From an optimization exercise on the open Yosys and OpenROAD flow, aimed at small area; shortcuts taken in it are not production practice.
Only simulation tests tie the RTL to the original design; equivalence was not proved.
The flow treats the clock pin as an ideal source. Dropping or thinning the clock tree relies on that and would not hold on a real chip.
Power is estimated from default activity; no workload was simulated.

## job 9965
Design probe_trigger, start of the top module:
module probe_trigger (
	input  wire        clk,
	input  wire        rst,
	input  wire        adc_dco,
	input  wire [7:0]  adc_da,
	input  wire [7:0]  adc_db,
	input  wire [15:0] decimation,
	input  wire [7:0]  level,
	input  wire        rising,
	output wire [7:0]  adc_data,
	output wire        decim_strobe,
	output wire        trig
);
Size: about 54 I/O pins.
export LEC_CHECK = 0
export CAP_MARGIN = 20
export CORE_MARGIN = 2
export CORE_UTILIZATION = 80
export PLACE_DENSITY = 0.9
export SLEW_MARGIN = 20
export SYNTH_HIERARCHICAL = 1
create_clock -name core_clock -period 13.0 [get_ports {clk}]
standard.sh (not shown) runs the stock make flow with config.mk's settings and CLKGATE_MAP_FILE= SYNTH_SCRIPT=/design/flow/synth_recipe.tcl, a recipe that flattens the netlist after the stock synthesis.
==> flow/flow/run.sh <==
#!/bin/bash
set -euo pipefail
F=$PWD/flow
export POST_SYNTH_TCL=$F/downsize.tcl
export PRE_CTS_TCL=$F/cts.tcl
export CTS_LEAVES=8 CTS_ROOTS=2
export CTS_LEAF_CELL=sky130_fd_sc_hd__clkbuf_8 CTS_ROOT_CELL=sky130_fd_sc_hd__clkbuf_4
export BUFFER_PORTS_ARGS="-buffer_cell sky130_fd_sc_hd__buf_1"
bash standard.sh synth > log_synth.txt 2>&1
bash standard.sh finish > log_finish.txt 2>&1
==> flow/flow/cts.tcl <==
rename clock_tree_synthesis tritoncts_unused

proc cts_env {name default} {
  if {[info exists ::env($name)] && $::env($name) ne ""} { return $::env($name) }
  return $default
}

proc cts_split {items k} {
  # split a list of {obj x y} into k groups of near-equal size, cutting
  # each time along the wider extent
  if {$k <= 1} { return [list $items] }
  set xs [lsort -integer -index 1 $items]
  set ys [lsort -integer -index 2 $items]
  set dx [expr {[lindex $xs end 1] - [lindex $xs 0 1]}]
  set dy [expr {[lindex $ys end 2] - [lindex $ys 0 2]}]
  set s [expr {$dx >= $dy ? $xs : $ys}]
  set k1 [expr {$k / 2}]
  set k2 [expr {$k - $k1}]
  set n1 [expr {([llength $s] * $k1 + $k / 2) / $k}]
  return [concat [cts_split [lrange $s 0 [expr {$n1 - 1}]] $k1] \
                 [cts_split [lrange $s $n1 end] $k2]]
}

proc cts_centroid {items} {
  set sx 0; set sy 0
  foreach s $items { incr sx [lindex $s 1]; incr sy [lindex $s 2] }
  return [list [expr {$sx / [llength $items]}] [expr {$sy / [llength $items]}]]
}

proc cts_buffer {name cell driver_net loads x y} {
  # loads: list of {iterm x y}; returns the new buffer's input as {iterm x y}
  set block [ord::get_db_block]
  set master [[ord::get_db] findMaster $cell]
  set buf [odb::dbInst_create $block $master $name]
  set net [odb::dbNet_create $block ${name}_net]
  $net setSigType CLOCK
  foreach s $loads { set it [lindex $s 0]; $it disconnect; $it connect $net }
  if {$driver_net ne ""} { [$buf findITerm A] connect $driver_net }
  [$buf findITerm X] connect $net
  $buf setLocation $x $y
  $buf setPlacementStatus PLACED
  puts "cts.tcl: $name ($cell) drives [llength $loads] pins at ($x, $y)"
  return [list [$buf findITerm A] $x $y]
}

proc clock_tree_synthesis {args} {
  set nleaf [cts_env CTS_LEAVES 8]
  set nroot [cts_env CTS_ROOTS 2]
  set leafcell [cts_env CTS_LEAF_CELL sky130_fd_sc_hd__clkbuf_8]
  set rootcell [cts_env CTS_ROOT_CELL sky130_fd_sc_hd__clkbuf_8]
  set block [ord::get_db_block]
  set clk [$block findNet clk]
  set sinks {}
  foreach it [$clk getITerms] {
    set b [[$it getInst] getBBox]
    lappend sinks [list $it [expr {([$b xMin] + [$b xMax]) / 2}] [expr {([$b yMin] + [$b yMax]) / 2}]]
  }
  set leaves {}
  set l 0
  foreach g [cts_split $sinks $nleaf] {
    lassign [cts_centroid $g] x y
    lappend leaves [cts_buffer clkleaf_$l $leafcell "" $g $x $y]
    incr l
  }
  set r 0
  foreach g [cts_split $leaves $nroot] {
    lassign [cts_centroid $g] x y
    cts_buffer clkroot_$r $rootcell $clk $g $x $y
    incr r
  }
  $clk setSigType CLOCK
  set_propagated_clock [all_clocks]
}
Other scripts of this flow, unchanged in this note and not shown: flow/flow/downsize.tcl
Per the final summary, job 9965 finished and its layout is clean on timing, DRC and antenna.
Edits applied to the flow inputs when going from job 9965 to job 923:
--- a/flow/flow/run.sh
+++ b/flow/flow/run.sh
@@ -6 +6 @@
-export CTS_LEAVES=8 CTS_ROOTS=2
+export CTS_LEAVES=${CTS_LEAVES:-8} CTS_ROOTS=${CTS_ROOTS:-2}
Findings:
Job 923 went all the way through synthesis, placement and routing and the layout is clean on timing, DRC and antenna. From job 9965 to job 923, final instance area did not move at all. As far as global routing usage summed across all routing layers goes, job 923 and job 9965 are indistinguishable; the numbers are identical. On hold slack, job 9965 tracks job 923 almost exactly. On clock power share, job 923 and job 9965 are basically level. As far as sequential standard cell area goes, job 923 and job 9965 are indistinguishable; the numbers are identical. Diff job 923..job 9965 | die width | unchanged. Area added between synthesis and finish: job 923 vs job 9965 identical. From job 923 to job 9965, die area did not move at all. Reported for job 923 and job 9965, post-layout total power turned out identical to the last digit.
[inputs] job 6947 vs job 923
--- a/flow/flow/run.sh
+++ b/flow/flow/run.sh
@@ -6 +6 @@
-export CTS_LEAVES=${CTS_LEAVES:-8} CTS_ROOTS=${CTS_ROOTS:-2}
+export CTS_LEAVES=${CTS_LEAVES:-7} CTS_ROOTS=${CTS_ROOTS:-2}
==> comparison <==
- Diff job 6947..job 923 | wire length | negligible
- Maximum frequency from static timing analysis, job 923 and job 6947: lower on job 6947
- Relative to job 923, clock group share of total power has decreased by 0.9 points in job 6947.
In every run of this note, the design's own scripts or RTL, not TritonCTS, make the clock network.

[port drivers added, routing unchanged]
How much do the figures lean on ideal ports? The routed layouts below were timed once more, with nothing changed but the port constraints. Step 1, drivers: a clkbuf_16 drives clk and a buf_2 each remaining input, both assumed. Step 2 adds t to the input delays and takes it off the output delays; t is the mean of the earliest and latest rising clock arrival at the registers after step 1. Input paths then give back, and output paths get back, about the clock's delay inside the block. Three values: ideal ports, drivers, drivers and shift; two values: the first two.
| run | t, ns | setup WS [ns] | worst hold slack (ns) |
|---|---|---|---|
| job 9965 | 0.407 | 4.407 / 4.426 / 4.019 | 0.421 / 0.421 / 0.421 |
| job 923 | 0.407 | 4.407 / 4.426 / 4.019 | 0.421 / 0.421 / 0.421 |
| job 6947 | 0.400 | 4.381 / 4.401 / 4.000 | 0.397 / 0.397 / 0.397 |
After both steps every run listed still meets setup and hold.
